This design comes from an exercise in tuning for small area on the open sky130 flow, not from production work.
Function was checked by simulation only, so behaviour that the tests miss may differ from the original.

[design/flow/design.v]
module poker (
	input            Clk,
	input            Reset,
	input      [7:0] Switches,
	input            SCEN,
	input            Ack,
	input            Check,
	input            Bet,
	input            Call,
	input            Fold,
	output reg [3:0] Card1, Card2, Card3, Card4, Card5,
	output reg [3:0] Player1card1, Player1card2, Player2card1, Player2card2,
	output reg [7:0] Player1balance, Player2balance,
	output reg       PlayerTurn,
	output reg       DispCards,
	output reg       Winner,
	output reg       Gameover,
	output reg [5:0] Player1state,
	output reg [5:0] Player2state,
	output reg       Betting
);
localparam
NOMOVE  = 6'b000001,
CHECK   = 6'b000010,
BET     = 6'b000100,
CALL    = 6'b001000,
FOLD    = 6'b010000,
IN      = 6'b100000;
localparam
S_START  = 3'b000,
S_WINNER = 3'b001,
S_HAND   = 3'b100,
S_THREE  = 3'b101,
S_FOUR   = 3'b110,
S_FIVE   = 3'b111;
reg [2:0] st;
reg [2:0] cnt;
reg [7:0] betLimit, bet;
reg [9:0] rnd;      
reg [3:0] rmod;     
reg [6:0] p1rank;   
function [9:0] shift;
	input [9:0] v;
	shift = {v[8:0], v[9] ^ v[6]};
endfunction
function [3:0] mstep;
	input [3:0] u;
	input b, f;
	reg [4:0] t;
	begin
		t = {u, 1'b0} + {3'b000, b, b} + {4'b0000, f} - 5'd2;   
		mstep = (t >= 5'd28) ? t - 5'd26 : (t >= 5'd15) ? t - 5'd13 : t;
	end
endfunction
wire [9:0] r1 = shift(rnd);
wire [9:0] r2 = shift(r1);
wire [9:0] r3 = shift(r2);
wire [9:0] r4 = shift(r3);
wire [3:0] u1 = mstep(rmod, rnd[9], r1[0]);
wire [3:0] u2 = mstep(u1, r1[9], r2[0]);
wire [3:0] u3 = mstep(u2, r2[9], r3[0]);
wire [3:0] u4 = mstep(u3, r3[9], r4[0]);
wire [6:0] rk;
poker_rank rank (.c0(Card1), .c1(Card2), .c2(Card3), .c3(Card4), .c4(Card5),
	.c5(cnt[2] ? Player2card1 : Player1card1),
	.c6(cnt[2] ? Player2card2 : Player1card2), .rk(rk));
wire p1wins = p1rank >= rk;
wire [5:0] meS = PlayerTurn ? Player2state : Player1state;
wire [5:0] otS = PlayerTurn ? Player1state : Player2state;
wire [7:0] meB = PlayerTurn ? Player2balance : Player1balance;
wire       inBet = meS == BET;
wire [7:0] subB = inBet ? bet : betLimit;
wire [8:0] diff = {1'b0, meB} - {1'b0, subB};
wire [7:0] newB = diff[8] ? 8'd0 : diff[7:0];
wire sAck = SCEN & Ack, sBet = SCEN & Bet, sCall = SCEN & Call, sCheck = SCEN & Check, sFold = SCEN & Fold;
wire NEXT_TURN = Player1state == CALL || Player2state == CALL || (Player1state == CHECK && Player2state == CHECK);
wire END_GAME = Player1state == FOLD || Player2state == FOLD;
wire act     = st[2] & cnt[0] & ~NEXT_TURN & ~END_GAME;
wire bCancel = inBet & sBet;
wire bSubmit = inBet & ~sBet & ~diff[8] & (bet > betLimit) & sAck;
wire mCall   = ~inBet & otS != NOMOVE & otS != CHECK & sCall;
wire mBet    = ~inBet & meS != IN & sBet;
wire mCheck  = ~inBet & (otS == NOMOVE || otS == CHECK) & meS == NOMOVE & sCheck;
wire mFold   = ~inBet & sFold;
wire mSwap   = bSubmit | mCall | mCheck | mFold;
wire newBal  = act & (bSubmit | mCall);
wire [5:0] newS = mFold ? FOLD : mCheck ? CHECK : mBet ? BET : mCall ? CALL :
                  bSubmit ? IN : bCancel ? NOMOVE : meS;
always @(posedge Clk, posedge Reset)
begin
	if (Reset)
	begin
		st <= S_START;
		cnt <= 0;
		PlayerTurn <= 0;
		Card1 <= 0; Card2 <= 0; Card3 <= 0; Card4 <= 0; Card5 <= 0;
		Player1card1 <= 0; Player1card2 <= 0; Player2card1 <= 0; Player2card2 <= 0;
		Player1state <= NOMOVE;
		Player2state <= NOMOVE;
		DispCards <= 0;
		Gameover <= 0;
		Winner <= 0;
		Betting <= 0;
		Player1balance <= 255;
		Player2balance <= 255;
		betLimit <= 0;
		bet <= 0;
		rnd <= 10'b1010110101;
		rmod <= 4'd6;    
	end
	else
	begin
		rnd <= r1;
		rmod <= u1;
		case (st)
		S_START:
		begin
			rnd <= r3;
			rmod <= u3;
			if (sAck)
				st <= S_HAND;
			cnt <= 0;
			PlayerTurn <= 0;
			Card1 <= 0; Card2 <= 0; Card3 <= 0; Card4 <= 0; Card5 <= 0;
			Player1card1 <= 0; Player1card2 <= 0; Player2card1 <= 0; Player2card2 <= 0;
			Player1state <= NOMOVE;
			Player2state <= NOMOVE;
			DispCards <= 0;
			Gameover <= 0;
			Betting <= 0;
			betLimit <= 0;
		end
		S_WINNER:
		begin
			if (sAck && Gameover && Player1balance != 0 && Player2balance != 0)
			begin
				Player1state <= NOMOVE;
				Player2state <= NOMOVE;
				st <= S_START;
			end
			if (!cnt[2])
				cnt <= cnt + 3'd1;
			if (Player1state == FOLD)
			begin
				Player2balance <= ~Player1balance - 8'd1;
				Winner <= 1;
				Gameover <= 1;
			end
			else if (Player2state == FOLD)
			begin
				Player1balance <= ~Player2balance - 8'd1;
				Winner <= 0;
				Gameover <= 1;
			end
			else if (cnt[2])
			begin
				Gameover <= 1;
				Winner <= !p1wins;
				if (p1wins)
					Player1balance <= ~Player2balance - 8'd1;
				else
					Player2balance <= ~Player1balance - 8'd1;
			end
		end
		default:	 
		begin
			if (!cnt[0])
			begin
				cnt <= 1;
				case (st[1:0])
				2'b00: begin
					Player1card1 <= u1; Player1card2 <= u2; Player2card1 <= u3; Player2card2 <= u4;
					rnd <= r4; rmod <= u4;
				end
				2'b01: begin
					Card1 <= u1; Card2 <= u2; Card3 <= u3;
					rnd <= r4; rmod <= u4;
				end
				2'b10: begin
					Card4 <= u1;
					rnd <= r2; rmod <= u2;
				end
				default: begin
					Card5 <= u1;
					rnd <= r2; rmod <= u2;
				end
				endcase
			end
			else if (NEXT_TURN)
			begin
				st <= (st == S_FIVE) ? S_WINNER : st + 3'd1;
				cnt <= 0;
				Player1state <= NOMOVE;
				Player2state <= NOMOVE;
				betLimit <= 0;
				PlayerTurn <= 0;
			end
			else if (END_GAME)
			begin
				st <= S_WINNER;
				cnt <= 0;
				betLimit <= 0;
				if (st == S_HAND)
					Betting <= 0;
			end
			else
			begin
				if (inBet)
				begin
					bet <= Switches;
					if (bCancel)
						Betting <= 0;
					else if (bSubmit)
					begin
						betLimit <= bet;
						Betting <= 0;
					end
				end
				else
				begin
					if (mBet)
						Betting <= 1;
					if (mCall | mBet | mCheck | mFold)
						DispCards <= 0;
					else if (sAck)
						DispCards <= !DispCards;
				end
				if (mSwap)
					PlayerTurn <= !PlayerTurn;
				if (PlayerTurn)
				begin
					Player2state <= newS;
					if (newBal)
						Player2balance <= newB;
				end
				else
				begin
					Player1state <= newS;
					if (newBal)
						Player1balance <= newB;
				end
			end
		end
		endcase
	end
end
always @(posedge Clk)
	if (!cnt[2])
		p1rank <= rk;
endmodule
module poker_rank (
	input  [3:0] c0, c1, c2, c3, c4, c5, c6,
	output reg [6:0] rk
);
function [7:0] cx;
	input [3:0] a, b;
	cx = (a > b) ? {b, a} : {a, b};
endfunction
reg [3:0] d0, d1, d2, d3, d4, d5, d6;
reg [2:0] hnd;
reg [3:0] hc;
always @*
begin
	d0 = c0; d1 = c1; d2 = c2; d3 = c3; d4 = c4; d5 = c5; d6 = c6;
	{d0, d6} = cx(d0, d6);
	{d2, d3} = cx(d2, d3);
	{d4, d5} = cx(d4, d5);
	{d0, d2} = cx(d0, d2);
	{d1, d4} = cx(d1, d4);
	{d3, d6} = cx(d3, d6);
	{d0, d1} = cx(d0, d1);
	{d2, d5} = cx(d2, d5);
	{d3, d4} = cx(d3, d4);
	{d1, d2} = cx(d1, d2);
	{d4, d6} = cx(d4, d6);
	{d2, d3} = cx(d2, d3);
	{d4, d5} = cx(d4, d5);
	{d1, d2} = cx(d1, d2);
	{d3, d4} = cx(d3, d4);
	{d5, d6} = cx(d5, d6);
	hc = d6;
	if (d0 == d3 || d1 == d4 || d2 == d5 || d3 == d6)
		hnd = 3'd6;
	else if ((d6 == d4 && (d3 == d2 || d2 == d1 || d1 == d0))
	      || (d5 == d3 && (d2 == d1 || d1 == d0)))
		hnd = 3'd5;
	else if ((d4 == d2 && (d6 == d5 || d1 == d0))
	      || (d3 == d1 && (d6 == d5 || d5 == d4))
	      || (d2 == d0 && (d6 == d5 || d5 == d4 || d4 == d3)))
	begin
		hnd = 3'd5;
		if (d6 == d5)
			hc = d6;
		else if (d5 == d4)
			hc = d5;
		else
			hc = d4;
	end
	else if (d5 + 4'd1 == d6 && d4 + 4'd1 == d5 && d2 + 4'd1 == d3 && d3 + 4'd1 == d4)
		hnd = 3'd4;
	else if (d4 + 4'd1 == d5 && d1 + 4'd1 == d2 && d2 + 4'd1 == d3 && d3 + 4'd1 == d4)
	begin
		hnd = 3'd4;
		hc = d5;
	end
	else if (d0 + 4'd1 == d1 && d1 + 4'd1 == d2 && d2 + 4'd1 == d3 && d3 + 4'd1 == d4)
	begin
		hnd = 3'd4;
		hc = d4;
	end
	else if (d0 == d2 || d1 == d3 || d2 == d4 || d3 == d5 || d4 == d6)
		hnd = 3'd3;
	else if ((d0 == d1) + (d1 == d2) + (d2 == d3) + (d3 == d4) + (d4 == d5) + (d5 == d6) > 1)
		hnd = 3'd2;
	else if (d0 == d1 || d1 == d2 || d2 == d3 || d3 == d4 || d4 == d5 || d5 == d6)
		hnd = 3'd1;
	else
		hnd = 3'd0;
	rk = {hnd, hc};
end
endmodule
module poker_board (
	input        Clk,
	input        Reset,
	input  [7:0] Switches,
	input        SCEN,
	input        Ack,
	input        Check,
	input        Bet,
	input        Call,
	input        Fold,
	output [3:0] Card1, Card2, Card3, Card4, Card5,
	output [3:0] Player1card1, Player1card2, Player2card1, Player2card2,
	output [7:0] Player1balance, Player2balance,
	output       PlayerTurn,
	output       DispCards,
	output       Winner,
	output       Gameover,
	output [5:0] Player1state,
	output [5:0] Player2state,
	output       Betting,
	output [31:0] Digits
);
	poker poker (.Switches(Switches), .Ack(Ack),
		.Check(Check), .Bet(Bet), .Call(Call), .Fold(Fold),
		.Clk(Clk), .Reset(Reset), .SCEN(SCEN),
		.Card1(Card1), .Card2(Card2), .Card3(Card3), .Card4(Card4), .Card5(Card5),
		.Player1card1(Player1card1), .Player1card2(Player1card2), .Player2card1(Player2card1),
		.Player2card2(Player2card2), .Player1balance(Player1balance), .Player2balance(Player2balance),
		.PlayerTurn(PlayerTurn), .DispCards(DispCards), .Winner(Winner), .Gameover(Gameover),
		.Player1state(Player1state), .Player2state(Player2state), .Betting(Betting));
	function [11:0] dec3;
		input [7:0] v;
		reg [7:0] h, t, o;
		begin
			h = v / 100;
			t = (v / 10) % 10;
			o = v % 10;
			dec3[11:8] = (h == 0) ? 4'd10 : h[3:0];
			dec3[7:4]  = (t == 0) ? 4'd10 : t[3:0];
			dec3[3:0]  = (o == 0) ? 4'd10 : o[3:0];
		end
	endfunction
	wire [7:0] balA = Betting ? ((Player1state == 6'b000100) ? Player1balance : Player2balance)
	                          : (Winner ? Player2balance : Player1balance);
	wire [11:0] decA = dec3(balA);
	wire [11:0] decS = dec3(Switches);
	reg [3:0] SSD7, SSD6, SSD5, SSD4, SSD3, SSD2, SSD1, SSD0;
	always @ *
	begin
		if (Betting)
		begin
			SSD7 = 4'd10;
			{SSD6, SSD5, SSD4} = decA;
			SSD3 = 4'd10;
			{SSD2, SSD1, SSD0} = decS;
		end
		else if (Gameover)
		begin
			SSD7 = 4'b1111;
			SSD6 = Winner ? 4'd2 : 4'd1;
			SSD5 = 4'd0;
			SSD4 = 4'd0;
			SSD3 = 4'd10;
			{SSD2, SSD1, SSD0} = decA;
		end
		else
		begin
			SSD7 = PlayerTurn ? 4'd2 : 4'd1;
			SSD6 = Card5;
			SSD5 = Card4;
			SSD4 = Card3;
			SSD3 = Card2;
			SSD2 = Card1;
			SSD1 = DispCards ? (PlayerTurn ? Player2card2 : Player1card2) : 4'd0;
			SSD0 = DispCards ? (PlayerTurn ? Player2card1 : Player1card1) : 4'd0;
		end
	end
	assign Digits = {SSD7, SSD6, SSD5, SSD4, SSD3, SSD2, SSD1, SSD0};
endmodule
[design/flow/run.sh]
#!/bin/bash
# synth_recipe.tcl (not shown) runs the flow's synth.tcl, then flattens the netlist and writes it again
# the make line also repeats each setting of config.mk as NAME=value (left out here)
make -C /OpenROAD-flow-scripts/flow DESIGN_CONFIG=/design/flow/config.mk WORK_HOME=/design/flow/orfs CLKGATE_MAP_FILE= SYNTH_SCRIPT=/design/flow/synth_recipe.tcl finish
[design/flow/config.mk]
export PLATFORM = sky130hd
export DESIGN_NAME = poker_board
export DESIGN_NICKNAME = poker_board
export VERILOG_FILES = /design/flow/design.v
export SDC_FILE = /design/flow/constraint.sdc
export NUM_CORES = 4
export LEC_CHECK = 0
export ABC_AREA = 1
export CAP_MARGIN = 20
export CORE_MARGIN = 2
export CORE_UTILIZATION = 40
export SLEW_MARGIN = 20
[design/flow/constraint.sdc]
create_clock -name core_clock -period 20.0 [get_ports {Clk}]
set_input_delay 4.0000 -clock core_clock [delete_from_list [all_inputs] [get_ports {Clk}]]
set_output_delay 4.0000 -clock core_clock [all_outputs]
set_load 0.01 [all_outputs]
==> results of run 1 <==
-- path summary, 6_finish.rpt --
check / start / endpoint / slack (ns) / depth (start not counted)
max in group asynchronous: Reset / poker.betLimit[5]$_DFFE_PP0P_ / 14.72 / 3
min: poker.cnt[1]$_DFFE_PP0P_ / poker.cnt[1]$_DFFE_PP0P_ / 0.51 / 1
min in group asynchronous: Reset / poker.rnd[3]$_DFF_PP0_ / 4.04 / 2
max reg2reg: poker.cnt[2]$_DFFE_PP0P_ / poker.Player2balance[2]$_DFFE_PP1P_ / 3.66 / 65
max: poker.cnt[2]$_DFFE_PP0P_ / poker.Player2balance[2]$_DFFE_PP1P_ / 3.66 / 65
min reg2reg: poker.cnt[1]$_DFFE_PP0P_ / poker.cnt[1]$_DFFE_PP0P_ / 0.51 / 1
-- placed cells by master, fill, tap and decap left out, types with 71 or more instances in the layout --
cell type and instances:
xor2_1 71, nor2_1 130, o21ai_0 232, clkdlybuf4s50_1 116
a21oi_1 89, nand3_1 116, ha_1 161, inv_1 327
nand2_1 608, dfrtp_1 79
-- critical path: cells and delay by family (launching register included) --
| family | cells | cell delay, ns |
|---|---|---|
| adder cells (fa/ha/maj) | 10 | 3.83 |
| XOR/XNOR | 1 | 0.15 |
| buffers and inverters | 14 | 2.46 |
| AO/OA/AOI/OAI | 25 | 7.46 |
| flip-flops | 1 | 0.58 |
| AND/OR/NAND/NOR | 15 | 1.76 |
-- synthesized netlist by cell type (12+ instances only) --
library cell  count
nand2_1         608
inv_1           328
o21ai_0         232
ha_1            161
nor2_1          130
nand3_1         116
a21oi_1          91
dfrtp_1          79
xor2_1           71
o21ai_1          60
o21ai_2          45
clkbuf_1         37
xnor2_1          36
nand4_1          32
dfstp_2          26
inv_2            26
nand2_2          26
a31oi_1          21
nor3_1           21
nor4_1           14
o211ai_1         13
o221ai_1         13
o22ai_1          12
-- layer usage --
| layer | wire length, µm | track usage |
|---|---|---|
| met1 | 22800 | 0.329 |
| met2 | 22700 | 0.401 |
| met3 | 2410 | 0.0226 |
| met4 | 1100 | 0.0624 |
| met5 | 0 | 0 |
-- state kept, by name, summed over array words and instances, names as in the netlist, 3 cells and up --
name and count:
poker.Card4 4, poker.betLimit 8, poker.rmod 4, poker.Card1 4
poker.Player1card1 4, poker.cnt 3, poker.Card3 4, poker.p1rank 7
poker.rnd 10, poker.Card2 4, poker.Player2card1 4, poker.Player1card2 4
poker.Player2state 6, poker.Player1balance 8, poker.Player2card2 4, poker.Player1state 6
poker.Card5 4, poker.Player2balance 8, poker.bet 8, poker.st 3
-- layout make-up --
class | instances | area (µm²) | area share
repair buffers | 126 | 1230 | 0.0711
clock buffers | 9 | 225 | 0.0130
inverters | 363 | 1370 | 0.0787
well taps | 511 | 639 | 0.0368
clock inverters | 7 | 70.1 | 0.00404
flip-flops and latches | 112 | 2870 | 0.165
multi-input cells | 1836 | 10900 | 0.631
-- cells by family (layout without fill, tap and decap cells) --
logic type	Yosys count	in the layout	share of synthesized area
buffers and inverters	419	505	0.105
xor gates and xnor gates	107	107	0.0607
muxes	3	3	0.00203
adders and majority gates	169	169	0.141
and+or+nand+nor	1018	1018	0.298
AOI/OAI and AO/OA	539	539	0.208
DFF	112	112	0.186
-- stage by stage --
stage	cell area, µm²	utilization	std cells
floorplan	15400	-	2367
global placement	17000	0.450	2946
detailed placement	17000	0.450	2946
CTS	17300	0.458	2962
global route	17400	0.459	2964
finish	17400	0.459	2964
==> summary.md, run 1 <==
| Metric | Value |
|---|---|
| H-Tree Depth | `3` |
| DP HPWL | `39,600 µm` |
| Crit path time final | `16.34 ns` |
| Worst-skew pair later-pin latency | `0.37 ns` |
| First-pass GRT wire length | `78,500 µm` |
| Max Clk Rate | `61.2 MHz` |
| Worst slew margin | `0.295` |
| Count of final hold-check violations | `0` |
| Vias in the first global route | `14,700` |
| Post-route setup TNS | `0 ns` |
| Num Clock Sinks | `112` |
| Fill cells | `3,993` |
| Residual DRC | `0` |
| Io pins | `117` |
| Most area-hungry cell type in the Yosys netlist | `nand2_1` |
| Post-synthesis sequential area ratio | `0.186` |
| PortBufs | `116` |
| Max FO, Critical Path | `16` |
| Largest net degree at the start of global routing | `59` |
| CP endpoint kind | `flip-flop` |
| Crit-path max cell delay | `0.88 ns` |
| Kind of critical path | `flip-flop to flip-flop` |
| Hold WS | `0.512 ns` |
| Vias per cell | `5.35` |
| Period utilization | `0.817` |
| Synth Flop Type | `dfrtp_1` |
| Min setup slack post-route | `3.66 ns` |
| Largest cells by area after synthesis | `nand2_1 (15%), ha_1 (13%), dfrtp_1 (13%)` |
| CTS tree | `yes` |
| Remaining global-route overflow | `0` |
| Post-synth cell types | `67` |
| Root buffer cell | `clkbuf_16` |
| Via Count | `15,900` |
| Tightest Pin Transition | `1.03 ns` |
| Die H | `200 µm` |
| Worst EP required | `20.30 ns` |
| Placer congestion estimate | `0.909` |
| Wirelength per Cell | `16.5 µm` |
| Area delta synth->final | `12.5%` |
| Crit path top cell by count | `nand2_1` |
| Slowest CP cell | `a2111oi_0` |
| Mapped Nets | `2,552` |
| Number of enable flip-flop cells after synthesis | `7` |
| Area share of the largest cell type after synthesis | `0.148` |
| Flops & latches, synth | `112` |
| Maximum capacitance violations | `0` |
| HP Class | `flip-flop to flip-flop` |
| Nets | `2,633` |
| Tot GR Track Use | `0.239` |
| Clock buffer count from CTS | `9` |
| CTS clk-pin slew, worst paths | `0.09 ns` |
| Post-Syn Area | `15,400 µm²` |
| CTS Buffer Depth | `2` |
| Async S/R FF share, synth | `0.938` |
| First-pass DRT Iterations | `6` |
| Setup violations, final | `0` |
| Clock Skew | `0.00963 ns` |
| # resized after CTS | `0` |
| RSZ-0062 raised after global routing | `no` |
| Yosys warning total | `3` |
| Crit start category | `flip-flop` |
| Max Slew Vio Count | `0` |
| Die Wd | `200 µm` |
| Post-DRT Antenna Nets | `0` |
| # rows | `71` |
| Outcome | `timing/DRC/antenna clean` |
| CP arrival | `16.64 ns` |
| Initial cell density of the core | `0.408` |
| Total Wirelength | `49,000 µm` |
| Pre-CTS setup slack | `3.67 ns` |
| Core area | `37,800 µm²` |
| Antenna violations before repair | `0` |
| Share of cells above drive strength 1 | `0.0889` |
| # hold bufs at CTS | `0` |
| Mean Syn Cell Area | `6.52 µm²` |
| Die ar. | `40,200 µm²` |
| Iter 0 DRT Violations | `1,276` |
| Setup Buffers After CTS | `0` |
| Syn Inst Count | `2,367` |
| Antenna Cells | `0` |
==> run 2, diff against run 1 <==
--- a/design/flow/design.v
+++ b/design/flow/design.v
@@ -251,13 +251,26 @@
 module poker_rank (
 	input  [3:0] c0, c1, c2, c3, c4, c5, c6,
-	output reg [6:0] rk
+	output [6:0] rk
 );
 function [7:0] cx;
 	input [3:0] a, b;
-	cx = (a > b) ? {b, a} : {a, b};
+	reg [3:0] gt, ge;
+	reg g;
+	begin
+		gt = a & ~b;
+		ge = a | ~b;
+		g = gt[3] | ge[3] & (gt[2] | ge[2] & (gt[1] | ge[1] & gt[0]));
+		cx = g ? {b, a} : {a, b};
+	end
+endfunction
+function succ;
+	input [3:0] a, b;
+	reg [3:0] a1;
+	begin
+		a1 = a + 4'd1;
+		succ = a1 == b;
+	end
 endfunction
 reg [3:0] d0, d1, d2, d3, d4, d5, d6;
-reg [2:0] hnd;
-reg [3:0] hc;
 always @*
 begin
@@ -279,44 +292,43 @@
 	{d3, d4} = cx(d3, d4);
 	{d5, d6} = cx(d5, d6);
-	hc = d6;
-	if (d0 == d3 || d1 == d4 || d2 == d5 || d3 == d6)
-		hnd = 3'd6;
-	else if ((d6 == d4 && (d3 == d2 || d2 == d1 || d1 == d0))
-	      || (d5 == d3 && (d2 == d1 || d1 == d0)))
-		hnd = 3'd5;
-	else if ((d4 == d2 && (d6 == d5 || d1 == d0))
-	      || (d3 == d1 && (d6 == d5 || d5 == d4))
-	      || (d2 == d0 && (d6 == d5 || d5 == d4 || d4 == d3)))
+end
+wire e0 = d0 == d1, e1 = d1 == d2, e2 = d2 == d3, e3 = d3 == d4, e4 = d4 == d5, e5 = d5 == d6;
+wire s0 = succ(d0, d1), s1 = succ(d1, d2), s2 = succ(d2, d3), s3 = succ(d3, d4), s4 = succ(d4, d5), s5 = succ(d5, d6);
+wire quad  = e0 & e1 & e2 | e1 & e2 & e3 | e2 & e3 & e4 | e3 & e4 & e5;
+wire full1 = e4 & e5 & (e2 | e1 | e0) | e3 & e4 & (e1 | e0);
+wire full2 = e2 & e3 & (e5 | e0) | e1 & e2 & (e5 | e4) | e0 & e1 & (e5 | e4 | e3);
+wire str1  = s2 & s3 & s4 & s5;
+wire str2  = s1 & s2 & s3 & s4;
+wire str3  = s0 & s1 & s2 & s3;
+wire trip  = e0 & e1 | e1 & e2 | e2 & e3 | e3 & e4 | e4 & e5;
+wire pair  = e0 | e1 | e2 | e3 | e4 | e5;
+wire pair2 = e0 & (e1 | e2 | e3 | e4 | e5) | e1 & (e2 | e3 | e4 | e5) | e2 & (e3 | e4 | e5) | e3 & (e4 | e5) | e4 & e5;
+reg [2:0] hnd;
+reg [1:0] hsel;   
+always @*
+begin
+	hsel = 2'd0;
+	if (quad | full1)
+		hnd = 3'd6 - {2'b00, ~quad};
+	else if (full2)
 	begin
 		hnd = 3'd5;
-		if (d6 == d5)
-			hc = d6;
-		else if (d5 == d4)
-			hc = d5;
-		else
-			hc = d4;
+		hsel = e5 ? 2'd0 : e4 ? 2'd1 : 2'd2;
 	end
-	else if (d5 + 4'd1 == d6 && d4 + 4'd1 == d5 && d2 + 4'd1 == d3 && d3 + 4'd1 == d4)
-		hnd = 3'd4;
-	else if (d4 + 4'd1 == d5 && d1 + 4'd1 == d2 && d2 + 4'd1 == d3 && d3 + 4'd1 == d4)
+	else if (str1 | str2 | str3)
 	begin
 		hnd = 3'd4;
-		hc = d5;
+		hsel = str1 ? 2'd0 : str2 ? 2'd1 : 2'd2;
 	end
-	else if (d0 + 4'd1 == d1 && d1 + 4'd1 == d2 && d2 + 4'd1 == d3 && d3 + 4'd1 == d4)
-	begin
-		hnd = 3'd4;
-		hc = d4;
-	end
-	else if (d0 == d2 || d1 == d3 || d2 == d4 || d3 == d5 || d4 == d6)
+	else if (trip)
 		hnd = 3'd3;
-	else if ((d0 == d1) + (d1 == d2) + (d2 == d3) + (d3 == d4) + (d4 == d5) + (d5 == d6) > 1)
+	else if (pair2)
 		hnd = 3'd2;
-	else if (d0 == d1 || d1 == d2 || d2 == d3 || d3 == d4 || d4 == d5 || d5 == d6)
+	else if (pair)
 		hnd = 3'd1;
 	else
 		hnd = 3'd0;
-	rk = {hnd, hc};
 end
+assign rk = {hnd, hsel[1] ? d4 : hsel[0] ? d5 : d6};
 endmodule
 module poker_board (
@@ -350,14 +362,31 @@
 		.PlayerTurn(PlayerTurn), .DispCards(DispCards), .Winner(Winner), .Gameover(Gameover),
 		.Player1state(Player1state), .Player2state(Player2state), .Betting(Betting));
+	function [3:0] add3;
+		input [3:0] x;
+		begin
+			add3[3] = x[3] | x[2] & (x[1] | x[0]);
+			add3[2] = x[2] & ~x[1] & ~x[0] | x[3] & x[0];
+			add3[1] = ~x[2] & x[1] | x[1] & x[0] | x[3] & ~x[0];
+			add3[0] = ~x[3] & ~x[2] & x[0] | x[2] & x[1] & ~x[0] | x[3] & ~x[0];
+		end
+	endfunction
 	function [11:0] dec3;
 		input [7:0] v;
-		reg [7:0] h, t, o;
+		reg [3:0] c1, c2, c3, c4, c5, c6, c7;
+		reg [3:0] h, t, o;
 		begin
-			h = v / 100;
-			t = (v / 10) % 10;
-			o = v % 10;
-			dec3[11:8] = (h == 0) ? 4'd10 : h[3:0];
-			dec3[7:4]  = (t == 0) ? 4'd10 : t[3:0];
-			dec3[3:0]  = (o == 0) ? 4'd10 : o[3:0];
+			c1 = add3({1'b0, v[7:5]});
+			c2 = add3({c1[2:0], v[4]});
+			c3 = add3({c2[2:0], v[3]});
+			c4 = add3({1'b0, c1[3], c2[3], c3[3]});
+			c5 = add3({c3[2:0], v[2]});
+			c6 = add3({c4[2:0], c5[3]});
+			c7 = add3({c5[2:0], v[1]});
+			h = {2'b00, c4[3], c6[3]};
+			t = {c6[2:0], c7[3]};
+			o = {c7[2:0], v[0]};
+			dec3[11:8] = (h == 0) ? 4'd10 : h;
+			dec3[7:4]  = (t == 0) ? 4'd10 : t;
+			dec3[3:0]  = (o == 0) ? 4'd10 : o;
 		end
 	endfunction
==> run 2 against run 1 <==
  * Still clean
  * Routed wire length shrank 1.8%
  * Hold slack gained 0.0048 ns
  * Global-route usage grew 1.2 points
==> summary.md, run 2 <==
| Metric | Value |
|---|---|
| Worst EP required | `16.00 ns` |
| Most frequent cells in the layout | `nand2_1 (636), inv_1 (404), nand3_1 (239), o21ai_0 (217), nor2_1 (172)` |
| Fill cells | `3,804` |
| CTS tree | `yes` |
| PortBufs | `116` |
| Antenna Cells | `0` |
| Flops & latches, synth | `112` |
| Met1 usage | `0.363` |
| H-Tree Depth | `3` |
| Clock Skew | `0.0213 ns` |
| WHS Path Cells | `2` |
| CTS Buffer Depth | `2` |
| Met2 usage | `0.396` |
| Clock buffer count from CTS | `9` |
| Num Clock Sinks | `112` |
| Reg2reg start | `poker.cnt[2]$_DFFE_PP0P_` |
| DP HPWL | `38,800 µm` |
| Remaining global-route overflow | `0` |
| Die H | `195 µm` |
| Most common cell in the netlist | `nand2_1` |
| Yosys warning total | `3` |
| CTS clk-pin slew, worst paths | `0.10 ns` |
| First-pass GRT wire length | `77,300 µm` |
| Period utilization | `0.587` |
| First-pass DRT Iterations | `5` |
| Initial cell density of the core | `0.409` |
| Root buffer cell | `clkbuf_16` |
| Syn Inst Count | `2,395` |
| Final Core Density | `0.461` |
| Tot GR Track Use | `0.251` |
| Via Count | `15,800` |
| # hold bufs at CTS | `0` |
| Die Wd | `195 µm` |
| Area delta synth->final | `13.0%` |
| Die ar. | `38,000 µm²` |
| RSZ-0062 raised after global routing | `no` |
| Max Slew Vio Count | `0` |
| Area of the multi-input gates | `9860 µm²` |
| Setup violations, final | `0` |
| Max reg flops | `10` |
| Worst slew margin | `0.367` |
| Placer congestion estimate | `0.940` |
| Share of cells above drive strength 1 | `0.0874` |
| Kind of critical path | `input port to primary output` |
| Crit start category | `input port` |
| Synth Flop Type | `dfrtp_1` |
| Worst-skew pair later-pin latency | `0.38 ns` |
| Post-synth cell types | `61` |
| Reg2Reg Depth | `72` |
| Io pins | `117` |
| Mean Syn Cell Area | `6.10 µm²` |
| Post-Syn Area | `14,600 µm²` |
| Antenna violations before repair | `0` |
| Vias in the first global route | `14,700` |
| Vias per cell | `5.33` |
| Setup Buffers After CTS | `0` |
| Crit path time final | `11.74 ns` |
| Most common cell after layout, fill and taps aside | `nand2_1` |
| CP endpoint kind | `primary output` |
| Top post-synthesis cells by count | `nand2_1 (636), inv_1 (405), nand3_1 (239)` |
| Count of final hold-check violations | `0` |
| # resized after CTS | `0` |
| Outcome | `timing/DRC/antenna clean` |
| Mapped Nets | `2,521` |
| Residual DRC | `0` |
| Max FO, Critical Path | `5` |
| Reg with most FFs | `poker.rnd` |
| Post-synthesis sequential area ratio | `0.197` |
| Post-DRT Antenna Nets | `0` |
| Total Wirelength | `48,100 µm` |
| Iter 0 DRT Violations | `1,305` |
| RR Endpoint | `poker.Player1balance[2]$_DFFE_PP1P_` |
| Nets | `2,614` |
| Number of enable flip-flop cells after synthesis | `7` |
| Busiest grt layer | `met2` |
| FF/Latch Area | `2870 µm²` |
| Tightest Pin Transition | `0.947 ns` |
| CP arrival | `7.74 ns` |
| Core area | `35,700 µm²` |
| Area share of the largest cell type after synthesis | `0.163` |
| Most area-hungry cell type in the Yosys netlist | `nand2_1` |
| # rows | `69` |
| HP Class | `flip-flop to flip-flop` |
| Reg2Reg Setup Slack | `9.77 ns` |
| Max Clk Rate | `85.2 MHz` |
| Largest net degree at the start of global routing | `66` |
| Largest cells by area after synthesis | `nand2_1 (16%), dfrtp_1 (14%), inv_1 (10%)` |
| Wirelength per Cell | `16.3 µm` |
| Global Route met3 Usage | `0.0259` |
| Worst hold start | `poker.Player1state[0]$_DFFE_PP1P_` |
| Async S/R FF share, synth | `0.938` |
| Post-route setup TNS | `0 ns` |
| Maximum capacitance violations | `0` |
| WHS Endpoint | `poker.Player1state[0]$_DFFE_PP1P_` |
[run 2: cell types whose count changed in the layout (fill, tap and decap cells not counted), moves of 24 or more]
cell | before | now
ha_1 | 161 | 105
inv_1 | 327 | 404
nand2_1 | 608 | 636
nand2_2 | 26 | 61
nand3_1 | 116 | 239
nor2_1 | 130 | 172
o21ai_1 | 60 | 11
o21ai_2 | 45 | 7
xnor2_1 | 36 | 12
xor2_1 | 71 | 28
[run 2: worst max path at each step]
| stage | slack (ns) | cells past startpoint | to | start |
|---|---|---|---|---|
| 2_1_floorplan | 9.78 | 22 | Digits[3] | Switches[7] |
| 4_1_cts | 8.32 | 20 | Digits[11] | Switches[7] |
| 3_5_place_dp | 8.33 | 20 | Digits[11] | Switches[7] |
| 6_report | 8.26 | 20 | Digits[11] | Switches[7] |
| 3_3_place_gp | 8.49 | 24 | Digits[3] | Switches[7] |
| 5_1_grt | 7.91 | 20 | Digits[7] | Switches[7] |
[run 2: routing by layer]
| layer | wire length [µm] | vias up |
|---|---|---|
| li1 | - | 7936 |
| met5 | 0 | - |
| met4 | 1130 | 0 |
| met3 | 2580 | 65 |
| met2 | 20800 | 454 |
| met1 | 23600 | 7304 |
[run 2: final cells by class]
| class | count | share of cell area |
|---|---|---|
| Multi-Input combinational cell | 1806 | 0.598 |
| Sequential cell | 112 | 0.174 |
| Inverter | 431 | 0.0988 |
| Timing Repair Buffer | 128 | 0.0759 |
| Tap cell | 461 | 0.0350 |
| Clock buffer | 10 | 0.0145 |
| Clock inverter | 6 | 0.00372 |
[run 2: logic make-up after synthesis]
logic type                 share of synthesized area
AOI/OAI and AO/OA                              0.158
xor gates and xnor gates                      0.0240
adders and majority gates                     0.0968
buffers and inverters                          0.128
DFF                                            0.197
muxes                                       0.000686
and+or+nand+nor                                0.396
[run 2: worst max-delay path: stages]
cell and delay [ns]:
clkdlybuf4s50_1 0.48, inv_1 0.06, nor2_1 0.15, inv_1 0.05, nor2_1 0.18, inv_1 0.09, nor2_1 0.13, inv_1 0.05
o21ai_0 0.14, nor3_1 0.09, nor3_1 0.30, inv_1 0.11, o21ai_0 0.24, nand2_1 0.16, nor2_1 0.11, inv_1 0.05
o21ai_0 0.39, nand4_1 0.24, o221ai_1 0.13, clkdlybuf4s50_1 0.59
[run 2: through the flow]
| stage | hold WS, ns | instances | instance area [µm²] | worst slack (ns) |
|---|---|---|---|---|
| 2_1_floorplan | 0.470 | 2395 | 14600 | 9.78 |
| 3_3_place_gp | 0.488 | 2936 | 16200 | 8.49 |
| 3_5_place_dp | 0.489 | 2936 | 16200 | 8.33 |
| 4_1_cts | 0.516 | 2952 | 16500 | 8.32 |
| 5_1_grt | 0.535 | 2954 | 16500 | 7.91 |
| 6_report | 0.517 | 2954 | 16500 | 8.26 |
==> run 3, diff against run 2 <==
==> design/flow/flow/run.sh (new file) <==
#!/bin/bash
# Own layout flow: the standard synthesis, then its combinational logic
# re-mapped by ABC for area (every register instance is kept as it is), then
# the standard layout from floorplan to finish.
set -euo pipefail
W=$(pwd)
R=$W/orfs/results/$FLOW_PLATFORM/poker_board/base
LIB=$FLOW_HOME/platforms/$FLOW_PLATFORM/lib/sky130_fd_sc_hd__tt_025C_1v80.lib

bash standard.sh synth > $W/log_1_synth.txt 2>&1
cp $R/1_2_yosys.v $W/std_1_2_yosys.v

DONT_USE=$(sed -n '/^export DONT_USE_CELLS += /,/^$/p' $FLOW_HOME/platforms/$FLOW_PLATFORM/config.mk \
	| grep -o 'sky130_fd_sc_hd__[a-z0-9_]*' | sed 's/^/-dont_use /' | tr '\n' ' ')

yosys -p "
read_liberty -ignore_miss_func $LIB
read_verilog $W/std_1_2_yosys.v
hierarchy -check -top $FLOW_TOP
setattr -mod -set keep_hierarchy 1 sky130_fd_sc_hd__df* sky130_fd_sc_hd__edf* sky130_fd_sc_hd__conb_1
flatten
rename -hide w:*.*
opt -purge
abc -liberty $LIB -script $W/flow/area.abc $DONT_USE $FLOW_TOP
opt_clean -purge
select $FLOW_TOP
write_verilog -noattr -nohex -nodec -selected $W/abc_1_2_yosys.v
" > $W/log_2_resyn.txt 2>&1

yosys -p "
read_liberty -lib $LIB
read_verilog $W/abc_1_2_yosys.v
hierarchy -check -top $FLOW_TOP
hilomap -singleton -hicell sky130_fd_sc_hd__conb_1 HI -locell sky130_fd_sc_hd__conb_1 LO
splitnets
opt_clean -purge
insbuf -buf sky130_fd_sc_hd__buf_4 A X
check -assert
tee -o $W/resyn_stat.txt stat -liberty $LIB
write_verilog -noattr -nohex -nodec $W/resyn_1_2_yosys.v
" > $W/log_3_resyn_check.txt 2>&1

cp $W/resyn_1_2_yosys.v $R/1_2_yosys.v
rm -f $R/1_synth.odb
bash standard.sh BUFFER_PORTS_ARGS="-buffer_cell sky130_fd_sc_hd__buf_1" finish > $W/log_4_layout.txt 2>&1
==> design/flow/flow/area.abc (new file) <==
strash
&get -n
&dch -f
&nf -R 1000
&put
==> design/flow/standard.sh (new file) <==
#!/bin/bash
# synth_recipe.tcl (not shown) runs the flow's synth.tcl, then flattens the netlist and writes it again
# the make line also repeats each setting of config.mk as NAME=value (left out here)
make -C /OpenROAD-flow-scripts/flow DESIGN_CONFIG=/design/flow/config.mk WORK_HOME=/design/flow/orfs CLKGATE_MAP_FILE= SYNTH_SCRIPT=/design/flow/synth_recipe.tcl "${@:-finish}"
removed: design/flow/run.sh
==> run 3 against run 2 <==
  * Hold slack worse by 0.0058 ns
  * Area after synthesis is 28% lower
  * Critical path depth grew 35
  * Register-to-register slack got worse by 3.3 ns
  * First-iteration DRC count decreased by 30%
  * Global-route usage down 0.22 points
  * Flip-flop and latch count unchanged
  * Routed wire length down 27%
  * Die area is 28% lower
  * Via count is 29% lower
  * Critical path type is now flip-flop to flip-flop
==> summary.md, run 3 <==
| Metric | Value |
|---|---|
| Outcome | `timing/DRC/antenna clean` |
| Fin cells | `1,897` |
| Reg with most FFs | `poker.rnd` |
| Yosys warning total | `3` |
| Die ar. | `27,400 µm²` |
| Worst EP required | `20.29 ns` |
| CTS Buffer Depth | `2` |
| Placed cells | `1,881` |
| Max Slew Vio Count | `0` |
| CTS clk-pin slew, worst paths | `0.08 ns` |
| Post-Syn Area | `10,400 µm²` |
| CP top delay family | `compound AO/OA/AOI/OAI gates` |
| Max Clk Rate | `74.0 MHz` |
| Wirelength per Cell | `18.5 µm` |
| Io pins | `117` |
| Worst slew margin | `0.251` |
| Crit path top cell by count | `a21oi_1` |
| Mean Syn Cell Area | `7.36 µm²` |
| # resized after CTS | `0` |
| DP HPWL | `27,200 µm` |
| Most common cell after layout, fill and taps aside | `nand2_1` |
| CP arrival | `13.80 ns` |
| Crit path time final | `13.52 ns` |
| Most frequent cells in the layout | `nand2_1 (225), o21ai_0 (176), nor2_1 (173), a21oi_1 (138), buf_1 (116)` |
| H-Tree Depth | `3` |
| Placer congestion estimate | `0.950` |
| Area delta synth->final | `11.8%` |
| Via Count | `11,200` |
| Num Clock Sinks | `112` |
| Residual DRC | `0` |
| Crit-path max cell delay | `0.83 ns` |
| Max reg flops | `10` |
| First-pass GRT wire length | `55,900 µm` |
| Share of cells above drive strength 1 | `0.0346` |
| Kind of critical path | `flip-flop to flip-flop` |
| Mapped Nets | `1,436` |
| # hold bufs at CTS | `0` |
| Initial cell density of the core | `0.404` |
| Slowest CP cell | `dfrtp_1` |
| Period utilization | `0.676` |
| Die Wd | `166 µm` |
| Area of the multi-input gates | `7340 µm²` |
| PortBufs | `116` |
| RSZ-0062 raised after global routing | `no` |
| Maximum capacitance violations | `0` |
| HP Class | `flip-flop to flip-flop` |
| Post-route setup TNS | `0 ns` |
| Total Wirelength | `35,100 µm` |
| FF/Latch Area | `2870 µm²` |
| Vias in the first global route | `10,300` |
| CTS tree | `yes` |
| Antenna Cells | `0` |
| Remaining global-route overflow | `0` |
| Die H | `166 µm` |
| Fill cells | `2,656` |
| Max FO, Critical Path | `16` |
| Worst-skew pair later-pin latency | `0.37 ns` |
| Setup violations, final | `0` |
| Syn Inst Count | `1,420` |
| Setup Buffers After CTS | `0` |
| Count of final hold-check violations | `0` |
| Tot GR Track Use | `0.249` |
| Nets | `1,573` |
| First-pass DRT Iterations | `6` |
| # rows | `59` |
| Largest net degree at the start of global routing | `57` |
| Antenna violations before repair | `0` |
| CP endpoint kind | `flip-flop` |
| CP Buf/Inv Count | `2` |
| Vias per cell | `5.91` |
| Crit start category | `flip-flop` |
| Root buffer cell | `clkbuf_16` |
| Tightest Pin Transition | `1.11 ns` |
| Iter 0 DRT Violations | `918` |
| Clock buffer count from CTS | `9` |
| Core area | `25,800 µm²` |
| Clock Skew | `0.0155 ns` |
| Post-DRT Antenna Nets | `0` |
[run 3: path summary, 6_finish.rpt]
path,start,endpoint,slack [ns],cells past startpoint
worst max-delay path,poker.cnt[2]$_DFFE_PP0P_,poker.Player1balance[1]$_DFFE_PP1P_,6.48,55
worst min-delay path,poker.cnt[1]$_DFFE_PP0P_,poker.cnt[1]$_DFFE_PP0P_,0.51,2
worst max register to register,poker.cnt[2]$_DFFE_PP0P_,poker.Player1balance[1]$_DFFE_PP1P_,6.48,55
worst min register to register,poker.cnt[1]$_DFFE_PP0P_,poker.cnt[1]$_DFFE_PP0P_,0.51,2
max in group asynchronous,Reset,poker.Card1[0]$_DFFE_PP0P_,15.13,3
min in group asynchronous,Reset,poker.Player2state[4]$_DFFE_PP0P_,3.74,2
[run 3: metrics by stage]
step | setup slack (ns) | hold slack (ns) | utilization | cell area, µm²
floorplan | 8.30 | 0.463 | - | 10400
global placement | 7.20 | 0.488 | 0.441 | 11400
detailed placement | 6.71 | 0.498 | 0.441 | 11400
CTS | 6.63 | 0.515 | 0.452 | 11700
global route | 5.04 | 0.553 | 0.452 | 11700
finish | 6.48 | 0.511 | 0.452 | 11700
[run 3: tightest hold or removal path: cells and delay by family, from the launching register on]
family	cells	cell delay, ns
simple gates	1	0.05
compound gates	1	0.06
flops	1	0.37
[run 3: cell type report]
class / count / area share
clock inverters: 5 / 0.00546
inverters: 62 / 0.0201
multi-input cells: 1244 / 0.628
clock buffers: 11 / 0.0199
repair buffers: 128 / 0.0450
flip-flops and latches: 112 / 0.246
well taps: 335 / 0.0359
[run 3: per-layer routing]
layer  GRT usage  part of all wire  vias to the layer above
met5           0                 0                        -
met4      0.0681             0.022                        0
met3      0.0323             0.063                       43
met2       0.398              0.45                      370
met1       0.354              0.46                     5332
li1            -                 -                     5459
==> run 4, diff against run 3 <==
--- a/design/flow/design.v
+++ b/design/flow/design.v
@@ -40,4 +40,56 @@
 reg [3:0] rmod;     
 reg [6:0] p1rank;   
+function gt8;
+	input [7:0] a, b;
+	integer i;
+	reg g;
+	begin
+		g = 1'b0;
+		for (i = 0; i < 8; i = i + 1)
+			g = a[i] & ~b[i] | (a[i] | ~b[i]) & g;
+		gt8 = g;
+	end
+endfunction
+function [8:0] sub8;
+	input [7:0] a, b;
+	integer i;
+	reg br;
+	reg [7:0] d;
+	begin
+		br = 1'b0;
+		for (i = 0; i < 8; i = i + 1)
+		begin
+			d[i] = a[i] ^ b[i] ^ br;
+			br = ~a[i] & b[i] | ~(a[i] ^ b[i]) & br;
+		end
+		sub8 = {br, d};
+	end
+endfunction
+function [7:0] pay;
+	input [7:0] v;
+	integer i;
+	reg br;
+	reg [7:0] d;
+	begin
+		br = 1'b1;
+		for (i = 0; i < 8; i = i + 1)
+		begin
+			d[i] = ~v[i] ^ br;
+			br = v[i] & br;
+		end
+		pay = d;
+	end
+endfunction
+function ge7;
+	input [6:0] a, b;
+	integer i;
+	reg g;
+	begin
+		g = 1'b1;
+		for (i = 0; i < 7; i = i + 1)
+			g = a[i] & ~b[i] | (a[i] | ~b[i]) & g;
+		ge7 = g;
+	end
+endfunction
 function [9:0] shift;
 	input [9:0] v;
@@ -65,5 +117,5 @@
 	.c5(cnt[2] ? Player2card1 : Player1card1),
 	.c6(cnt[2] ? Player2card2 : Player1card2), .rk(rk));
-wire p1wins = p1rank >= rk;
+wire p1wins = ge7(p1rank, rk);
 wire [5:0] meS = PlayerTurn ? Player2state : Player1state;
 wire [5:0] otS = PlayerTurn ? Player1state : Player2state;
@@ -71,5 +123,5 @@
 wire       inBet = meS == BET;
 wire [7:0] subB = inBet ? bet : betLimit;
-wire [8:0] diff = {1'b0, meB} - {1'b0, subB};
+wire [8:0] diff = sub8(meB, subB);
 wire [7:0] newB = diff[8] ? 8'd0 : diff[7:0];
 wire sAck = SCEN & Ack, sBet = SCEN & Bet, sCall = SCEN & Call, sCheck = SCEN & Check, sFold = SCEN & Fold;
@@ -78,5 +130,5 @@
 wire act     = st[2] & cnt[0] & ~NEXT_TURN & ~END_GAME;
 wire bCancel = inBet & sBet;
-wire bSubmit = inBet & ~sBet & ~diff[8] & (bet > betLimit) & sAck;
+wire bSubmit = inBet & ~sBet & ~diff[8] & gt8(bet, betLimit) & sAck;
 wire mCall   = ~inBet & otS != NOMOVE & otS != CHECK & sCall;
 wire mBet    = ~inBet & meS != IN & sBet;
@@ -143,5 +195,5 @@
 			if (Player1state == FOLD)
 			begin
-				Player2balance <= ~Player1balance - 8'd1;
+				Player2balance <= pay(Player1balance);
 				Winner <= 1;
 				Gameover <= 1;
@@ -149,5 +201,5 @@
 			else if (Player2state == FOLD)
 			begin
-				Player1balance <= ~Player2balance - 8'd1;
+				Player1balance <= pay(Player2balance);
 				Winner <= 0;
 				Gameover <= 1;
@@ -158,7 +210,7 @@
 				Winner <= !p1wins;
 				if (p1wins)
-					Player1balance <= ~Player2balance - 8'd1;
+					Player1balance <= pay(Player2balance);
 				else
-					Player2balance <= ~Player1balance - 8'd1;
+					Player2balance <= pay(Player1balance);
 			end
 		end
@@ -264,11 +316,7 @@
 	end
 endfunction
-function succ;
+function plus4;
 	input [3:0] a, b;
-	reg [3:0] a1;
-	begin
-		a1 = a + 4'd1;
-		succ = a1 == b;
-	end
+	plus4 = b[1:0] == a[1:0] && b[3:2] == a[3:2] + 2'd1;
 endfunction
 reg [3:0] d0, d1, d2, d3, d4, d5, d6;
@@ -294,11 +342,10 @@
 end
 wire e0 = d0 == d1, e1 = d1 == d2, e2 = d2 == d3, e3 = d3 == d4, e4 = d4 == d5, e5 = d5 == d6;
-wire s0 = succ(d0, d1), s1 = succ(d1, d2), s2 = succ(d2, d3), s3 = succ(d3, d4), s4 = succ(d4, d5), s5 = succ(d5, d6);
 wire quad  = e0 & e1 & e2 | e1 & e2 & e3 | e2 & e3 & e4 | e3 & e4 & e5;
 wire full1 = e4 & e5 & (e2 | e1 | e0) | e3 & e4 & (e1 | e0);
 wire full2 = e2 & e3 & (e5 | e0) | e1 & e2 & (e5 | e4) | e0 & e1 & (e5 | e4 | e3);
-wire str1  = s2 & s3 & s4 & s5;
-wire str2  = s1 & s2 & s3 & s4;
-wire str3  = s0 & s1 & s2 & s3;
+wire str1  = ~(e2 | e3 | e4 | e5) & plus4(d2, d6);
+wire str2  = ~(e1 | e2 | e3 | e4) & plus4(d1, d5);
+wire str3  = ~(e0 | e1 | e2 | e3) & plus4(d0, d4);
 wire trip  = e0 & e1 | e1 & e2 | e2 & e3 | e3 & e4 | e4 & e5;
 wire pair  = e0 | e1 | e2 | e3 | e4 | e5;
==> run 4 against run 3 <==
  * Area after synthesis shrank 2.0%
  * Flip-flop and latch count is the same
  * Critical path depth shrank 3
  * Critical path type unchanged
  * Critical endpoint is now poker.Player2balance[0]$_DFFE_PP1P_
  * Largest cell class unchanged
  * Highest routed layer unchanged
==> summary.md, run 4 <==
| Metric | Value |
|---|---|
| Crit path top cell by count | `a21oi_1` |
| Iter 0 DRT Violations | `963` |
| Reg2Reg Setup Slack | `6.80 ns` |
| Die ar. | `26,900 µm²` |
| HP Class | `flip-flop to flip-flop` |
| WHS Path Cells | `2` |
| Tightest Pin Transition | `1.05 ns` |
| Worst slew margin | `0.291` |
| Reg2Reg Depth | `52` |
| Vias in the first global route | `10,000` |
| Tot GR Track Use | `0.256` |
| PortBufs | `116` |
| # rows | `58` |
| Maximum capacitance violations | `0` |
| RSZ-0062 raised after global routing | `no` |
| Post-Syn Area | `10,200 µm²` |
| CP endpoint kind | `flip-flop` |
| Post-DRT Antenna Nets | `0` |
| Placed instance area | `11,200 µm²` |
| Reg with most FFs | `poker.rnd` |
| # hold bufs at CTS | `0` |
| Antenna violations before repair | `0` |
| Total Wirelength | `34,800 µm` |
| Max FO, Critical Path | `16` |
| Wirelength per Cell | `18.5 µm` |
| Mapped Nets | `1,425` |
| First-pass DRT Iterations | `6` |
| Kind of critical path | `flip-flop to flip-flop` |
| Remaining global-route overflow | `0` |
| Final Core Density | `0.456` |
| H-Tree Depth | `3` |
| Die H | `164 µm` |
| DP HPWL | `26,600 µm` |
| # resized after CTS | `0` |
| Post-route setup TNS | `0 ns` |
| Largest net degree at the start of global routing | `61` |
| Initial cell density of the core | `0.407` |
| Placer congestion estimate | `0.946` |
| Residual DRC | `0` |
| Most frequent cells in the layout | `nand2_1 (225), nor2_1 (183), o21ai_0 (169), a21oi_1 (150), buf_1 (116)` |
| Vias per cell | `5.94` |
| Die Wd | `164 µm` |
| Max Slew Vio Count | `0` |
| Worst-skew pair later-pin latency | `0.37 ns` |
| CTS tree | `yes` |
| Syn Inst Count | `1,409` |
| Yosys warning total | `3` |
| Root buffer cell | `clkbuf_16` |
| Via Count | `11,200` |
| Most common cell after layout, fill and taps aside | `nand2_1` |
| Count of final hold-check violations | `0` |
| Clock buffer count from CTS | `9` |
| Crit-path max cell delay | `0.80 ns` |
| Cell area after layout | `11,500 µm²` |
| Max Clk Rate | `75.7 MHz` |
| Worst hold start | `poker.betLimit[4]$_DFFE_PP0P_` |
| Min setup slack post-route | `6.80 ns` |
| Crit path time final | `13.20 ns` |
| Share of cells above drive strength 1 | `0.0380` |
| Setup violations, final | `0` |
| Outcome | `timing/DRC/antenna clean` |
| Clock Skew | `0.0154 ns` |
| Mean Syn Cell Area | `7.27 µm²` |
| RR Endpoint | `poker.Player2balance[0]$_DFFE_PP1P_` |
| Max reg flops | `10` |
| Num Clock Sinks | `112` |
| WHS Endpoint | `poker.betLimit[4]$_DFFE_PP0P_` |
| Core area | `25,200 µm²` |
| Pre-CTS setup slack | `7.00 ns` |
| Reg2reg start | `poker.cnt[2]$_DFFE_PP0P_` |
| First-pass GRT wire length | `54,400 µm` |
| Worst EP required | `20.30 ns` |
| Nets | `1,565` |
| CP arrival | `13.50 ns` |
| Io pins | `117` |
| Period utilization | `0.660` |
| Antenna Cells | `0` |
| Fill cells | `2,596` |
| CTS clk-pin slew, worst paths | `0.08 ns` |
| Slowest CP cell | `o21ai_0` |
| Area delta synth->final | `12.3%` |
| CTS Buffer Depth | `2` |
| Setup Buffers After CTS | `0` |
| Crit start category | `flip-flop` |
[run 4: critical path: cells and delay by family, from the launching register on]
family / cells / cell delay, ns
AOI/OAI and AO/OA: 36 / 8.91
muxes: 5 / 1.78
and+or+nand+nor: 7 / 0.82
DFF: 1 / 0.79
buffers and inverters: 2 / 0.36
adders and majority gates: 1 / 0.35
xor gates and xnor gates: 1 / 0.16
[run 4: stage by stage]
stage	hold WS (ns)	std cells
final	0.504	1884
after global routing	0.535	1884
after CTS	0.513	1884
after detailed placement	0.494	1868
after global placement	0.481	1868
after floorplan	0.458	1409
[run 4: worst max-delay path by stage]
| stage | from | slack, ns | endpoint | cells past startpoint |
|---|---|---|---|---|
| 2_1_floorplan | poker.cnt[2]$_DFFE_PP0P_ | 7.97 | poker.Player2balance[6]$_DFFE_PP1P_ | 55 |
| 3_3_place_gp | poker.cnt[2]$_DFFE_PP0P_ | 7.45 | poker.Player2balance[5]$_DFFE_PP1P_ | 52 |
| 3_5_place_dp | poker.cnt[2]$_DFFE_PP0P_ | 7.00 | poker.Player2balance[0]$_DFFE_PP1P_ | 52 |
| 4_1_cts | poker.cnt[2]$_DFFE_PP0P_ | 6.98 | poker.Player2balance[0]$_DFFE_PP1P_ | 52 |
| 5_1_grt | poker.cnt[2]$_DFFE_PP0P_ | 5.05 | poker.Player2balance[5]$_DFFE_PP1P_ | 54 |
| 6_report | poker.cnt[2]$_DFFE_PP0P_ | 6.80 | poker.Player2balance[0]$_DFFE_PP1P_ | 52 |
[run 4: cell type report]
cell class,instances,area (µm²),share of cell area
multi-input combinational,1231,7150,0.622
sequential,112,2870,0.250
timing repair buffer,129,533,0.0464
tap,330,413,0.0359
inverter,66,250,0.0218
clock buffer,9,225,0.0196
clock inverter,7,55.1,0.00479
[run 4: metal layers]
layer	up-vias	track usage	routed length [µm]
met4	0	0.0722	786
met1	5304	0.366	16200
li1	5426	-	-
met5	-	0	0
met2	401	0.397	15300
met3	51	0.0452	2390
==> run 5, diff against run 4 <==
--- a/design/flow/flow/run.sh
+++ b/design/flow/flow/run.sh
@@ -2,5 +2,6 @@
 # Own layout flow: the standard synthesis, then its combinational logic
 # re-mapped by ABC for area (every register instance is kept as it is), then
-# the standard layout from floorplan to finish.
+# the standard layout from floorplan to finish, with the smallest buffer
+# on the ports and no dummy loads in the clock tree.
 set -euo pipefail
 W=$(pwd)
@@ -43,3 +44,4 @@
 cp $W/resyn_1_2_yosys.v $R/1_2_yosys.v
 rm -f $R/1_synth.odb
-bash standard.sh BUFFER_PORTS_ARGS="-buffer_cell sky130_fd_sc_hd__buf_1" finish > $W/log_4_layout.txt 2>&1
+bash standard.sh BUFFER_PORTS_ARGS="-buffer_cell sky130_fd_sc_hd__buf_1" \
+	CTS_ARGS="-sink_clustering_enable -repair_clock_nets -dont_use_dummy_load -buf_list sky130_fd_sc_hd__clkbuf_8 -sink_clustering_size 10" finish > $W/log_4_layout.txt 2>&1
==> design/flow/flow/area.abc (replaced) <==
strash
&get -n
&dch -f
&nf -R 1000
&put
mfs2 -a
strash
&get -n
&dch -f
&nf -R 1000
&put
mfs2 -a
strash
&get -n
&dch -f
&nf -R 1000
&put
mfs2 -a
strash
&get -n
&dch -f
&nf -R 1000
&put
mfs2 -a
strash
&get -n
&dch -f
&nf -R 1000
&put
mfs2 -a
strash
&get -n
&dch -f
&nf -R 1000
&put
mfs2 -a
strash
&get -n
&dch -f
&nf -R 1000
&put
mfs2 -a
strash
&get -n
&dch -f
&nf -R 1000
&put
mfs2 -a
strash
&get -n
&dch -f
&nf -R 1000
&put
mfs2 -a
strash
&get -n
&dch -f
&nf -R 1000
&put
mfs2 -a
strash
&get -n
&dch -f
&nf -R 1000
&put
mfs2 -a
strash
&get -n
&dch -f
&nf -R 1000
&put
mfs2 -a
strash
&get -n
&dch -f
&nf -R 1000
&put
mfs2 -a
strash
&get -n
&dch -f
&nf -R 1000
&put
mfs2 -a
strash
&get -n
&dch -f
&nf -R 1000
&put
mfs2 -a
strash
&get -n
&dch -f
&nf -R 1000
&put
mfs2 -a
strash
&get -n
&dch -f
&nf -R 1000
&put
mfs2 -a
strash
&get -n
&dch -f
&nf -R 1000
&put
mfs2 -a
strash
&get -n
&dch -f
&nf -R 1000
&put
mfs2 -a
strash
&get -n
&dch -f
&nf -R 1000
&put
mfs2 -a
strash
&get -n
&dch -f
&nf -R 1000
&put
mfs2 -a
strash
&get -n
&dch -f
&nf -R 1000
&put
mfs2 -a
strash
&get -n
&dch -f
&nf -R 1000
&put
mfs2 -a
strash
&get -n
&dch -f
&nf -R 1000
&put
mfs2 -a
strash
&get -n
&dch -f
&nf -R 1000
&put
mfs2 -a
strash
&get -n
&dch -f
&nf -R 1000
&put
mfs2 -a
strash
&get -n
&dch -f
&nf -R 1000
&put
mfs2 -a
strash
&get -n
&dch -f
&nf -R 1000
&put
mfs2 -a
strash
&get -n
&dch -f
&nf -R 1000
&put
mfs2 -a
strash
&get -n
&dch -f
&nf -R 1000
&put
mfs2 -a
strash
&get -n
&dch -f
&nf -R 1000
&put
mfs2 -a
strash
&get -n
&dch -f
&nf -R 1000
&put
mfs2 -a
strash
&get -n
&dch -f
&nf -R 1000
&put
mfs2 -a
strash
&get -n
&dch -f
&nf -R 1000
&put
mfs2 -a
strash
&get -n
&dch -f
&nf -R 1000
&put
mfs2 -a
strash
&get -n
&dch -f
&nf -R 1000
&put
mfs2 -a
strash
&get -n
&dch -f
&nf -R 1000
&put
mfs2 -a
strash
&get -n
&dch -f
&nf -R 1000
&put
mfs2 -a
strash
&get -n
&dch -f
&nf -R 1000
&put
mfs2 -a
strash
&get -n
&dch -f
&nf -R 1000
&put
mfs2 -a
strash
&get -n
&dch -f
&nf -R 1000
&put
==> run 5 against run 4 <==
  * Still clean
  * Hold slack gained 0.014 ns
  * First-iteration DRC count grew 12%
  * Final cell count shrank 5.4%
  * Global-route usage grew 0.49 points
  * Non-clock buffer count is the same
  * Core utilization shrank 0.58 points
  * Largest cell class unchanged
==> summary.md, run 5 <==
| Metric | Value |
|---|---|
| Via Count | `10,600` |
| CTS clk-pin slew, worst paths | `0.10 ns` |
| Reg2reg start | `poker.cnt[2]$_DFFE_PP0P_` |
| PortBufs | `116` |
| Die Wd | `161 µm` |
| Tot GR Track Use | `0.261` |
| Setup Buffers After CTS | `0` |
| Antenna Cells | `0` |
| Max Slew Vio Count | `0` |
| Reg with most FFs | `poker.rnd` |
| Max Clk Rate | `73.7 MHz` |
| Nets | `1,476` |
| Area delta synth->final | `10.8%` |
| First-pass GRT wire length | `54,100 µm` |
| WHS Endpoint | `poker.betLimit[4]$_DFFE_PP0P_` |
| Initial cell density of the core | `0.407` |
| Cell area after layout | `10,900 µm²` |
| Die H | `161 µm` |
| Worst hold start | `poker.betLimit[4]$_DFFE_PP0P_` |
| RR Endpoint | `poker.Player2balance[4]$_DFFE_PP1P_` |
| Post-route setup TNS | `0 ns` |
| # resized after CTS | `0` |
| Reg2Reg Setup Slack | `6.43 ns` |
| First-pass DRT Iterations | `6` |
| Yosys warning total | `3` |
| Iter 0 DRT Violations | `1,080` |
| Worst-skew pair later-pin latency | `0.40 ns` |
| Mean Syn Cell Area | `7.47 µm²` |
| DP HPWL | `26,300 µm` |
| Slowest CP cell | `dfrtp_1` |
| Post-DRT Antenna Nets | `0` |
| Final Core Density | `0.451` |
| Crit path top cell by count | `o21ai_0` |
| Remaining global-route overflow | `0` |
| Max FO, Critical Path | `16` |
| Total Wirelength | `34,000 µm` |
| Share of cells above drive strength 1 | `0.0343` |
| Clock Skew | `0.0517 ns` |
| Most frequent cells in the layout | `nand2_1 (184), nor2_1 (168), o21ai_0 (158), a21oi_1 (126), buf_1 (116)` |
| Die ar. | `25,900 µm²` |
| Crit-path max cell delay | `0.67 ns` |
| Kind of critical path | `flip-flop to flip-flop` |
| Residual DRC | `0` |
| Crit path time final | `13.57 ns` |
| CP arrival | `13.88 ns` |
| Syn Inst Count | `1,320` |
| Most common cell after layout, fill and taps aside | `nand2_1` |
| RSZ-0062 raised after global routing | `no` |
| Vias in the first global route | `9,586` |
| Placed instance area | `10,800 µm²` |
| Post-Syn Area | `9860 µm²` |
| Io pins | `117` |
| CTS tree | `yes` |
| CP endpoint kind | `flip-flop` |
| WHS Path Cells | `2` |
| Root buffer cell | `clkbuf_8` |
| HP Class | `flip-flop to flip-flop` |
| Worst EP required | `20.31 ns` |
| Max reg flops | `10` |
| CTS Buffer Depth | `2` |
| Count of final hold-check violations | `0` |
| Worst slew margin | `0.324` |
| Placer congestion estimate | `0.932` |
| Tightest Pin Transition | `1.00 ns` |
| Hold WS | `0.518 ns` |
| Maximum capacitance violations | `0` |
| Vias per cell | `5.97` |
| Clock buffer count from CTS | `9` |
| Period utilization | `0.678` |
| Crit start category | `flip-flop` |
| Wirelength per Cell | `19.1 µm` |
| Antenna violations before repair | `0` |
| # rows | `57` |
| H-Tree Depth | `3` |
| Outcome | `timing/DRC/antenna clean` |
| # hold bufs at CTS | `0` |
| Core area | `24,200 µm²` |
| Setup violations, final | `0` |
| Reg2Reg Depth | `53` |
| Mapped Nets | `1,336` |
| Largest net degree at the start of global routing | `63` |
| Num Clock Sinks | `112` |
run 5: how the worst max path moves through the flow:
| stage | startpoint | slack, ns | to | depth (start not counted) |
|---|---|---|---|---|
| after detailed placement | poker.Card4[0]$_DFFE_PP0P_ | 6.37 | poker.Player2balance[4]$_DFFE_PP1P_ | 50 |
| final | poker.cnt[2]$_DFFE_PP0P_ | 6.43 | poker.Player2balance[4]$_DFFE_PP1P_ | 53 |
| after floorplan | poker.Card4[0]$_DFFE_PP0P_ | 8.04 | poker.Player2balance[4]$_DFFE_PP1P_ | 49 |
| after global routing | poker.cnt[2]$_DFFE_PP0P_ | 5.04 | poker.Player2balance[7]$_DFFE_PP1P_ | 52 |
| after global placement | poker.Card4[0]$_DFFE_PP0P_ | 6.50 | poker.Player2balance[3]$_DFFE_PP1P_ | 49 |
| after CTS | poker.Card4[0]$_DFFE_PP0P_ | 6.36 | poker.Player2balance[4]$_DFFE_PP1P_ | 49 |
run 5: worst max-delay path, delay by kind of cell (launching register included):
kind                     cells  cell delay, ns
AO/OA/AOI/OAI               31            8.04
multiplexers                 5            1.82
AND/OR/NAND/NOR             12            1.76
adder cells (fa/ha/maj)      2            0.70
flip-flops                   1            0.67
buffers and inverters        3            0.51
run 5: layout make-up:
type,count,area (µm²)
Timing Repair Buffer,129,533
Sequential cell,112,2870
Clock buffer,9,124
Multi-Input combinational cell,1155,6790
Inverter,53,201
Fill cell,2496,13300
Tap cell,324,405
run 5: layer usage:
layer  track usage  up-vias  share of wire
met2         0.377      418           0.42
met4        0.0726        0          0.026
met1         0.399     5052           0.48
li1              -     5107              -
met5             0        -              0
met3        0.0452       53          0.072
run 5: metrics by stage:
stage	instances	setup WS [ns]
2_1_floorplan	1320	8.04
3_3_place_gp	1773	6.50
3_5_place_dp	1773	6.37
4_1_cts	1782	6.36
5_1_grt	1782	5.04
6_report	1782	6.43

[what the ideal ports hide]
No port has a modelled driver above. Below, the same layouts with a new extraction and two added sets of constraints. Step 1 sets driving cells, clkbuf_16 on the clock port and buf_2 on the other inputs (assumed; they add their load-dependent delay and slew). Step 2 moves the port delays by t, midway between the first and last clock arrival at a register: inputs arrive t later, outputs are due t later. That takes back most of the time a late clock gives input paths. a / b / c = ideal ports / drivers / drivers and shift; a / b = the first two.
| run | t, ns | slack for setup (ns) | hold slack, ns | slew at the worst register clock pin (ns) | pins driven straight from the clock port |
|---|---|---|---|---|---|
| run 1 | 0.417 | 3.656 / 3.656 / 3.656 | 0.512 / 0.512 / 0.512 | 0.09 / 0.09 | 1 |
| run 2 | 0.413 | 8.261 / 8.238 / 8.238 | 0.517 / 0.517 / 0.517 | 0.10 / 0.10 | 1 |
| run 3 | 0.407 | 6.483 / 6.483 / 6.483 | 0.511 / 0.511 / 0.511 | 0.09 / 0.09 | 1 |
| run 4 | 0.406 | 6.798 / 6.798 / 6.798 | 0.504 / 0.504 / 0.504 | 0.08 / 0.08 | 1 |
| run 5 | 0.419 | 6.430 / 6.430 / 6.430 | 0.518 / 0.518 / 0.518 | 0.12 / 0.12 | 1 |
After both steps every run listed still meets setup and hold. The setup slack of run 2, which loses most, moves by -0.023 ns with the drivers and by -0.023 ns with both steps.
